Context: an optimization exercise on an open-source flow, tuned for small area, a short achievable clock period and few clock cycles. The choices shown serve that exercise and are no tape-out recipe. Where RTL was checked, it was by simulation tests only, not by an equivalence proof against the original. No activity file was given, so power comes from the tool's default toggle rates.

==> run G <==
// Top
module Top(
    input                           sys_clk     ,
    input                           sys_rst_n   ,
    input                           trig        ,
    output  reg                     vld         ,
    input                   [9:0]   data_in     ,
    output  wire    signed  [12:0]  sin_out     ,
    output  wire    signed  [12:0]  cos_out
);
wire [7:0] r = data_in[7:0];
reg  [7:0] w;        
reg        sw;       
reg        s_neg;
reg        c_neg;
reg        busy;
always @(posedge sys_clk) begin
    w     <= r[7] ? (8'd0 - r) : r;
    sw    <= data_in[8] ^ data_in[7];
    s_neg <= data_in[9];
    c_neg <= data_in[9] ^ data_in[8];
end
always @(posedge sys_clk or negedge sys_rst_n) begin
    if (~sys_rst_n) begin
        busy <= 1'b0;
        vld  <= 1'b0;
    end
    else begin
        busy <= trig;
        vld  <= busy;
    end
end
wire [10:0] s_t;
wire [11:0] c_t;
sc_tab tab (.a(w), .s(s_t), .c(c_t));
wire        fix = sw && (w == 8'd108);
wire        w0  = (w == 8'd0);
wire [11:0] s_mag = sw ? c_t : {1'b0, s_t};
wire [11:0] c_mag = sw ? (fix ? 12'd1259 : {1'b0, s_t}) : c_t;
  ...
export LEC_CHECK = 0
export ABC_AREA = 1
export CAP_MARGIN = 20
export CORE_MARGIN = 2
export CORE_UTILIZATION = 40
export SLEW_MARGIN = 20
export SYNTH_MEMORY_MAX_BITS = 32768
create_clock -name core_clock -period 10.0 [get_ports {sys_clk}]
standard.sh (not shown) runs the stock make flow with config.mk's settings and CLKGATE_MAP_FILE= SYNTH_SCRIPT=/design/flow/synth_recipe.tcl, a recipe that flattens the netlist after the stock synthesis.
==> flow/flow/run.sh <==
#!/bin/bash
# The standard layout (standard.sh) with one added step and three settings:
#  - after the standard synthesis, the combinational logic between the standard
#    synthesis's flip-flops is mapped again by ABC for area (remap.script); the
#    flip-flops, their names and cell types are left as they are;
#  - synthesis maps no adder cells (ADDER_MAP_FILE empty);
#  - port buffers are buf_2 instead of the delay buffer buffer_ports picks;
#  - timing repair aims for SETUP_SLACK_MARGIN ns of setup slack.
# The clock period and constraints are the standard flow's. Each tool's output goes to a log here.
set -euo pipefail
W=$(pwd)
R=$W/orfs/results/$FLOW_PLATFORM/Top/base
P=$FLOW_HOME/platforms/$FLOW_PLATFORM
LIB=$P/lib/sky130_fd_sc_hd__tt_025C_1v80.lib
VARS=(ADDER_MAP_FILE= "BUFFER_PORTS_ARGS=-buffer_cell sky130_fd_sc_hd__buf_2" SETUP_SLACK_MARGIN=7.2)

bash standard.sh "${VARS[@]}" synth > synth.log 2>&1

cp "$R/1_2_yosys.v" "$W/standard_1_2_yosys.v"
python3 flow/split_lib.py "$LIB" "$P/config.mk" remap_comb.lib remap_seq.lib remap_dont_use.txt > split_lib.log 2>&1
cat > remap.ys <<EOT
read_liberty -lib remap_seq.lib
read_liberty -ignore_miss_func remap_comb.lib
read_verilog -defer $W/standard_1_2_yosys.v
hierarchy -top $FLOW_TOP
flatten
rename -hide w:*.*
opt_clean -purge
abc -liberty $LIB $(cat remap_dont_use.txt) -script $W/flow/remap.script
opt_clean -purge
hilomap -singleton -hicell sky130_fd_sc_hd__conb_1 HI -locell sky130_fd_sc_hd__conb_1 LO
splitnets
opt_clean -purge
insbuf -buf sky130_fd_sc_hd__buf_4 A X
stat -liberty $LIB
write_verilog -noattr -nohex -nodec $R/1_2_yosys.v
EOT
yosys -l remap.log -q remap.ys > /dev/null 2>&1
rm -f "$R/1_synth.odb" "$R/1_synth.sdc"

bash standard.sh "${VARS[@]}" finish > layout.log 2>&1
rm -f remap_comb.lib remap_seq.lib
==> flow/flow/remap.script <==
strash
dch
map -B 0.9
topo
stime -c
buffer -c
upsize -c -D 1600
dnsize -c -D 1600
Other scripts of this flow, unchanged in this note and not shown: flow/flow/split_lib.py
==> run H: changes against run G <==
==> flow/flow/remap.script (replaced) <==
strash
dch
map -B 0.9
topo
stime -c
buffer -c
upsize -c -D 1700
dnsize -c -D 1700
==> run notes <==
status=complete, no violations; Post-CTS Setup Inserts=1; area post-placement=3899 µm²; met3 wire len=around 2200 µm; Inst Count DP=between 800 and 900; combinational share of power=0.546; area occupied by multi-input gates=between 2000 and 3000 µm²
[end of results for run H]
==> run notes <==
status=complete, no violations; area post-placement=a little under 4000 µm²; Port Buffers=39; Hold Path Stages=0; I/O pins=40; combinational share of power=0.557; DRC viols=0; CTS tree=built; core occupancy in the finished layout=0.5040; area occupied by multi-input gates=~2600 µm²; Inst Count DP=around 800; met3 wire len=2661 µm
[end of results for run G]
Testbench counts of run G, summed over its fixed seeds: cycles 4,800.
Testbench counts of run H, summed over its fixed seeds: cycles 4,800.

==> 02-22: inputs <==
Starting RTL as in the previous note.
==> module Top, before the edit <==
module Top(
    input                           sys_clk     ,
    input                           sys_rst_n   ,
    input                           trig        ,
    output  reg                     vld         ,
    input                   [9:0]   data_in     ,
    output  wire    signed  [12:0]  sin_out     ,
    output  wire    signed  [12:0]  cos_out
);
wire [7:0] r = data_in[7:0];
reg  [7:0] w;        
reg        sw;       
reg        s_neg;
reg        c_neg;
reg        busy;
always @(posedge sys_clk) begin
    w     <= r[7] ? (8'd0 - r) : r;
    sw    <= data_in[8] ^ data_in[7];
    s_neg <= data_in[9];
    c_neg <= data_in[9] ^ data_in[8];
end
always @(posedge sys_clk or negedge sys_rst_n) begin
    if (~sys_rst_n) begin
        busy <= 1'b0;
        vld  <= 1'b0;
    end
    else begin
        busy <= trig;
        vld  <= busy;
    end
end
wire [10:0] s_t;
wire [11:0] c_t;
sc_tab tab (.a(w), .s(s_t), .c(c_t));
wire        fix = sw && (w == 8'd108);
wire        w0  = (w == 8'd0);
wire [11:0] s_mag = sw ? c_t : {1'b0, s_t};
wire [11:0] c_mag = sw ? (fix ? 12'd1259 : {1'b0, s_t}) : c_t;
wire        s_n = s_neg & ~(w0 & ~sw);
wire        c_n = c_neg & ~(w0 & sw);
function [11:0] lowzero;
    input [11:0] m;
    reg   [11:0] n;
    reg          a01, a23, a45, a67, a89, p4, p8;
    begin
        n   = ~m;
        a01 = n[0] & n[1];
        a23 = n[2] & n[3];
        a45 = n[4] & n[5];
        a67 = n[6] & n[7];
        a89 = n[8] & n[9];
        p4  = a01 & a23;
        p8  = p4 & (a45 & a67);
        lowzero[0]  = 1'b1;
        lowzero[1]  = n[0];
        lowzero[2]  = a01;
        lowzero[3]  = a01 & n[2];
        lowzero[4]  = p4;
        lowzero[5]  = p4 & n[4];
        lowzero[6]  = p4 & a45;
        lowzero[7]  = p4 & (a45 & n[6]);
        lowzero[8]  = p8;
        lowzero[9]  = p8 & n[8];
        lowzero[10] = p8 & a89;
        lowzero[11] = p8 & (a89 & n[10]);
    end
endfunction
wire [11:0] s_z = lowzero(s_mag);
wire [11:0] c_z = lowzero(c_mag);
reg  [12:0] s_r, c_r;
always @(posedge sys_clk) begin
    s_r <= {s_n, s_mag ^ ({12{s_n}} & ~s_z)};
    c_r <= {c_n, c_mag ^ ({12{c_n}} & ~c_z)};
end
assign sin_out = s_r;
assign cos_out = c_r;
endmodule
export LEC_CHECK = 0
export ABC_AREA = 1
export CAP_MARGIN = 20
export CORE_MARGIN = 2
export CORE_UTILIZATION = 40
export SLEW_MARGIN = 20
export SYNTH_MEMORY_MAX_BITS = 32768
create_clock -name core_clock -period 10.0 [get_ports {sys_clk}]
==> flow/flow/run.sh <==
#!/bin/bash
# The standard layout (standard.sh) with one added step and three settings:
#  - after the standard synthesis, the combinational logic between the standard
#    synthesis's flip-flops is mapped again by ABC for area (remap.script); the
#    flip-flops, their names and cell types are left as they are;
#  - synthesis maps no adder cells (ADDER_MAP_FILE empty);
#  - port buffers are buf_2 instead of the delay buffer buffer_ports picks;
#  - timing repair aims for SETUP_SLACK_MARGIN ns of setup slack.
# The clock period and constraints are the standard flow's. Each tool's output goes to a log here.
set -euo pipefail
W=$(pwd)
R=$W/orfs/results/$FLOW_PLATFORM/Top/base
P=$FLOW_HOME/platforms/$FLOW_PLATFORM
LIB=$P/lib/sky130_fd_sc_hd__tt_025C_1v80.lib
VARS=(ADDER_MAP_FILE= "BUFFER_PORTS_ARGS=-buffer_cell sky130_fd_sc_hd__buf_2" SETUP_SLACK_MARGIN=7.12)

bash standard.sh "${VARS[@]}" synth > synth.log 2>&1

cp "$R/1_2_yosys.v" "$W/standard_1_2_yosys.v"
python3 flow/split_lib.py "$LIB" "$P/config.mk" remap_comb.lib remap_seq.lib remap_dont_use.txt > split_lib.log 2>&1
cat > remap.ys <<EOT
read_liberty -lib remap_seq.lib
read_liberty -ignore_miss_func remap_comb.lib
read_verilog -defer $W/standard_1_2_yosys.v
hierarchy -top $FLOW_TOP
flatten
rename -hide w:*.*
opt_clean -purge
abc -liberty $LIB $(cat remap_dont_use.txt) -script $W/flow/remap.script
opt_clean -purge
hilomap -singleton -hicell sky130_fd_sc_hd__conb_1 HI -locell sky130_fd_sc_hd__conb_1 LO
splitnets
opt_clean -purge
insbuf -buf sky130_fd_sc_hd__buf_4 A X
stat -liberty $LIB
write_verilog -noattr -nohex -nodec $R/1_2_yosys.v
EOT
yosys -l remap.log -q remap.ys > /dev/null 2>&1
rm -f "$R/1_synth.odb" "$R/1_synth.sdc"

bash standard.sh "${VARS[@]}" finish > layout.log 2>&1
rm -f remap_comb.lib remap_seq.lib
==> flow/flow/remap.script <==
strash
dch
map -B 0.9
topo
stime -c
buffer -c
upsize -c -D 1600
dnsize -c -D 1600
==> flow/flow/split_lib.py <==
# split_lib.py LIB PLATFORM_CONFIG COMB_OUT SEQ_OUT DONTUSE_OUT
# Splits a Liberty file into its combinational cells (with functions) and the rest
# (flip-flops, latches, cells without a function), and writes the platform's
# DONT_USE_CELLS as yosys abc -dont_use arguments.
import re, sys
lib, cfg, comb_out, seq_out, du_out = sys.argv[1:6]
src = open(lib).read()
starts = [(m.start(), m.group(1)) for m in
          re.finditer(r'\n\s*cell\s*\(\s*"?([A-Za-z0-9_]+)"?\s*\)\s*\{', src)]
def block_end(pos):
    j = src.index('{', pos); depth = 0
    while True:
        c = src[j]
        if c == '{': depth += 1
        elif c == '}':
            depth -= 1
            if depth == 0: return j + 1
        j += 1
header = src[:starts[0][0]]
comb, seq = [], []
for pos, name in starts:
    body = src[pos:block_end(pos)]
    is_seq = re.search(r'\n\s*(ff|latch|statetable)\s*\(', body) is not None
    (seq if (is_seq or 'function' not in body) else comb).append(body)
open(comb_out, 'w').write(header + ''.join(comb) + '\n}\n')
open(seq_out, 'w').write(header + ''.join(seq) + '\n}\n')
# DONT_USE_CELLS += \ name name \ ... up to the first line not ending in a backslash
lines = open(cfg).read().split('\n')
du = []
for i, l in enumerate(lines):
    if re.match(r'\s*export\s+DONT_USE_CELLS\s*\+?=', l):
        j = i
        while True:
            du += re.findall(r'sky130_fd_sc_hd__[A-Za-z0-9_]+', lines[j])
            if not lines[j].rstrip().endswith('\\'): break
            j += 1
open(du_out, 'w').write(' '.join('-dont_use ' + c for c in du) + '\n')
print(len(comb), 'combinational cells,', len(seq), 'others,', len(du), 'dont_use')
==> inputs of 04-08, as changes to 02-22 <==
==> flow/flow/run.sh (replaced) <==
#!/bin/bash
# The standard layout (standard.sh), with three changes: synthesis maps no adder
# cells (ADDER_MAP_FILE empty, so ABC maps that logic with the rest), port buffers are
# buf_2 instead of the delay buffer buffer_ports picks by default, and timing repair
# aims for 7.3 ns of setup slack. The clock period and constraints are the standard flow's.
set -euo pipefail
bash standard.sh ADDER_MAP_FILE= "BUFFER_PORTS_ARGS=-buffer_cell sky130_fd_sc_hd__buf_2" SETUP_SLACK_MARGIN=7.3  finish > standard_flow.log 2>&1
CTS_CLUSTER_DIAMETER = 500   (was unset)
CTS_CLUSTER_SIZE = 60   (was unset)
removed: flow/flow/remap.script
removed: flow/flow/split_lib.py
==> inputs of 11-19, as changes to 02-22 <==
--- a/flow/design.v
+++ b/flow/design.v
@@ -12,4 +12,4 @@
 reg        sw;       
-reg        s_neg;
-reg        c_neg;
+reg        s_n;      
+reg        c_n;      
 reg        busy;
@@ -18,4 +18,4 @@
     sw    <= data_in[8] ^ data_in[7];
-    s_neg <= data_in[9];
-    c_neg <= data_in[9] ^ data_in[8];
+    s_n   <= data_in[9] & ~(r == 8'd0 & ~data_in[8]);
+    c_n   <= (data_in[9] ^ data_in[8]) & ~(r == 8'd0 & data_in[8]);
 end
@@ -35,7 +35,4 @@
 wire        fix = sw && (w == 8'd108);
-wire        w0  = (w == 8'd0);
 wire [11:0] s_mag = sw ? c_t : {1'b0, s_t};
 wire [11:0] c_mag = sw ? (fix ? 12'd1259 : {1'b0, s_t}) : c_t;
-wire        s_n = s_neg & ~(w0 & ~sw);
-wire        c_n = c_neg & ~(w0 & sw);
 function [11:0] lowzero;
==> flow/flow/remap.script (replaced) <==
strash
dch
map -B 0.9
topo
stime -c
buffer -c
upsize -c -D 1500
dnsize -c -D 1500
==> flow_summary.toml <==
[status]
status = "no timing/DRC/antenna violations"

[global_route]
grt_pass1_wl_um = 23200
grt_max_degree = 29

[route]
routed-wl-met2_um = 6130
drtIter0Drc = 831

[timing]
post-route-period-util = 0.290
relSlewSlack = 0.580

[pwr]
p_int_mw = 0.419
clock_power_mw = 0.138

[floorplan]
nWellTaps = 108

[worst_setup_path]
arrival_ps = 3100
crit_chain = "buf_8 > nor2_4 > nand2_2 > nor2_2 > inv_1 > nor2_1 > inv_1 > nor2_2 > inv_2 > nor3_2 > inv_1 > nor2_1 > nor2_1"

[finish]
fin_nets = 723
nonClockInverterCount = 78

[place]
dp_slack_ps = 6770

[cts]
cts_resized = 10
-- figures above: 11-19

==> flow_summary.toml <==
[route]
drtIter0Drc = 853
routed-wl-met2_um = 6350

[floorplan]
nWellTaps = 108

[worst_setup_path]
crit_chain = "buf_2"

[finish]
nonClockInverterCount = 82
instances_no_fill = 829
fin_nets = 733
layout_common_cells = "nand2_1 (225), inv_1 (73), nor2_1 (65)"

[global_route]
grt_pass1_wl_um = 24200
grt_max_degree = 26

[pwr]
clock_power_mw = 0.154
p_int_mw = 0.432
p_comb_frac = 0.550

[timing]
relSlewSlack = 0.550

[status]
status = "no timing/DRC/antenna violations"

[cts]
cts_resized = 10

[place]
dp_slack_ps = 6700
-- figures above: 02-22

==> flow_summary.toml <==
[worst_setup_path]
crit_chain = "buf_2"

[global_route]
grt_max_degree = 28
grt_pass1_wl_um = 24500

[finish]
nonClockInverterCount = 82
fin_nets = 724

[pwr]
p_int_mw = 0.438
clock_power_mw = 0.137

[synthesis]
yosysSeqAreaShare = 0.198

[place]
dp_slack_ps = 6950

[status]
status = "no timing/DRC/antenna violations"

[floorplan]
nWellTaps = 133

[timing]
post-route-period-util = 0.279
setup_tns_ps = 0
relSlewSlack = 0.524

[route]
routed-wl-met2_um = 6620

[cts]
cts_resized = 11
-- figures above: 04-08

Testbench counts of 02-22, summed over its fixed seeds: cycles 4,800.
Testbench counts of 04-08, summed over its fixed seeds: cycles 4,800.
No functional check of the RTL was part of 11-19.

==> run a: inputs <==
Starting RTL as in the previous note.
clock: 10.0 ns
lec_check: 0
abc_area: 1
cap_margin: 20
core_margin: 2
core_utilization: 40
slew_margin: 20
synth_memory_max_bits: 32768
==> flow/flow/run.sh <==
#!/bin/bash
# The standard layout (standard.sh) with one added step and three settings:
#  - after the standard synthesis, the combinational logic between the standard
#    synthesis's flip-flops is mapped again by ABC for area (remap.script); the
#    flip-flops, their names and cell types are left as they are;
#  - synthesis maps no adder cells (ADDER_MAP_FILE empty);
#  - port buffers are buf_2 instead of the delay buffer buffer_ports picks;
#  - timing repair aims for SETUP_SLACK_MARGIN ns of setup slack.
# The clock period and constraints are the standard flow's. Each tool's output goes to a log here.
set -euo pipefail
W=$(pwd)
R=$W/orfs/results/$FLOW_PLATFORM/Top/base
P=$FLOW_HOME/platforms/$FLOW_PLATFORM
LIB=$P/lib/sky130_fd_sc_hd__tt_025C_1v80.lib
VARS=(ADDER_MAP_FILE= "BUFFER_PORTS_ARGS=-buffer_cell sky130_fd_sc_hd__buf_2" SETUP_SLACK_MARGIN=7.12)

bash standard.sh "${VARS[@]}" synth > synth.log 2>&1

cp "$R/1_2_yosys.v" "$W/standard_1_2_yosys.v"
python3 flow/split_lib.py "$LIB" "$P/config.mk" remap_comb.lib remap_seq.lib remap_dont_use.txt > split_lib.log 2>&1
cat > remap.ys <<EOT
read_liberty -lib remap_seq.lib
read_liberty -ignore_miss_func remap_comb.lib
read_verilog -defer $W/standard_1_2_yosys.v
hierarchy -top $FLOW_TOP
flatten
rename -hide w:*.*
opt_clean -purge
abc -liberty $LIB $(cat remap_dont_use.txt) -script $W/flow/remap.script
opt_clean -purge
hilomap -singleton -hicell sky130_fd_sc_hd__conb_1 HI -locell sky130_fd_sc_hd__conb_1 LO
splitnets
opt_clean -purge
insbuf -buf sky130_fd_sc_hd__buf_4 A X
stat -liberty $LIB
write_verilog -noattr -nohex -nodec $R/1_2_yosys.v
EOT
yosys -l remap.log -q remap.ys > /dev/null 2>&1
rm -f "$R/1_synth.odb" "$R/1_synth.sdc"

bash standard.sh "${VARS[@]}" finish > layout.log 2>&1
rm -f remap_comb.lib remap_seq.lib
==> flow/flow/remap.script <==
strash
dch
map -B 0.9
topo
stime -c
buffer -c
upsize -c -D 1500
dnsize -c -D 1500
==> flow/flow/split_lib.py <==
# split_lib.py LIB PLATFORM_CONFIG COMB_OUT SEQ_OUT DONTUSE_OUT
# Splits a Liberty file into its combinational cells (with functions) and the rest
# (flip-flops, latches, cells without a function), and writes the platform's
# DONT_USE_CELLS as yosys abc -dont_use arguments.
import re, sys
lib, cfg, comb_out, seq_out, du_out = sys.argv[1:6]
src = open(lib).read()
starts = [(m.start(), m.group(1)) for m in
          re.finditer(r'\n\s*cell\s*\(\s*"?([A-Za-z0-9_]+)"?\s*\)\s*\{', src)]
def block_end(pos):
    j = src.index('{', pos); depth = 0
    while True:
        c = src[j]
        if c == '{': depth += 1
        elif c == '}':
            depth -= 1
            if depth == 0: return j + 1
        j += 1
header = src[:starts[0][0]]
comb, seq = [], []
for pos, name in starts:
    body = src[pos:block_end(pos)]
    is_seq = re.search(r'\n\s*(ff|latch|statetable)\s*\(', body) is not None
    (seq if (is_seq or 'function' not in body) else comb).append(body)
open(comb_out, 'w').write(header + ''.join(comb) + '\n}\n')
open(seq_out, 'w').write(header + ''.join(seq) + '\n}\n')
# DONT_USE_CELLS += \ name name \ ... up to the first line not ending in a backslash
lines = open(cfg).read().split('\n')
du = []
for i, l in enumerate(lines):
    if re.match(r'\s*export\s+DONT_USE_CELLS\s*\+?=', l):
        j = i
        while True:
            du += re.findall(r'sky130_fd_sc_hd__[A-Za-z0-9_]+', lines[j])
            if not lines[j].rstrip().endswith('\\'): break
            j += 1
open(du_out, 'w').write(' '.join('-dont_use ' + c for c in du) + '\n')
print(len(comb), 'combinational cells,', len(seq), 'others,', len(du), 'dont_use')
==> run b: changes against run a <==
==> flow/flow/run.sh (replaced) <==
#!/bin/bash
# The standard layout (standard.sh), with three changes: synthesis maps no adder
# cells (ADDER_MAP_FILE empty, so ABC maps that logic with the rest), port buffers are
# buf_2 instead of the delay buffer buffer_ports picks by default, and timing repair
# aims for 7.1 ns of setup slack. The clock period and constraints are the standard flow's.
set -euo pipefail
bash standard.sh ADDER_MAP_FILE= "BUFFER_PORTS_ARGS=-buffer_cell sky130_fd_sc_hd__buf_2" SETUP_SLACK_MARGIN=7.1  finish > standard_flow.log 2>&1
removed: flow/flow/remap.script
removed: flow/flow/split_lib.py
==> summary of the runs <==
Run a completed with no timing, DRC or antenna violations. Run b went through all stages and came out clean. Via count: run b is smaller than run a (2.1%). In sequential power, run a and run b hardly differ. Against run a, the register-to-register slack of run b is worse by 0.04 ns. In run a the non-clock buffer count is lower than in run b, by 8.
Testbench counts of run a, summed over its fixed seeds: cycles 4,800.
Testbench counts of run b, summed over its fixed seeds: cycles 4,800.

static timing again, ports no longer ideal:
No port has a modelled driver above. Below, the same layouts with a new extraction and two added sets of constraints. Step 1 sets driving cells, clkbuf_16 on the clock port and buf_2 on the other inputs (assumed; they add their load-dependent delay and slew). Step 2 also shifts input and output timing later by t, the mid clock arrival at the registers, as if the neighbouring blocks saw the same clock. a / b / c = no drivers / after step 1 / after step 2; a / b = the first two.
run | t, ns | setup slack, ns | worst slew at a driven data input, ns
run G | 0.320 | 7.214 / 7.185 / 7.084 | 0.03
run H | 0.315 | 7.218 / 7.191 / 7.024 | 0.03
02-22 | 0.321 | 7.214 / 7.184 / 7.084 | 0.03
04-08 | 0.319 | 7.212 / 7.182 / 6.943 | 0.05
11-19 | 0.319 | 7.097 / 7.086 / 6.768 | 0.05
run a | 0.325 | 7.210 / 7.179 / 7.093 | 0.03
run b | 0.326 | 7.206 / 7.175 / 6.975 | 0.03
After both steps every run listed still meets setup and hold. For 11-19, which loses most, drivers alone change the setup slack by -0.011 ns; drivers and shift together by -0.329 ns.
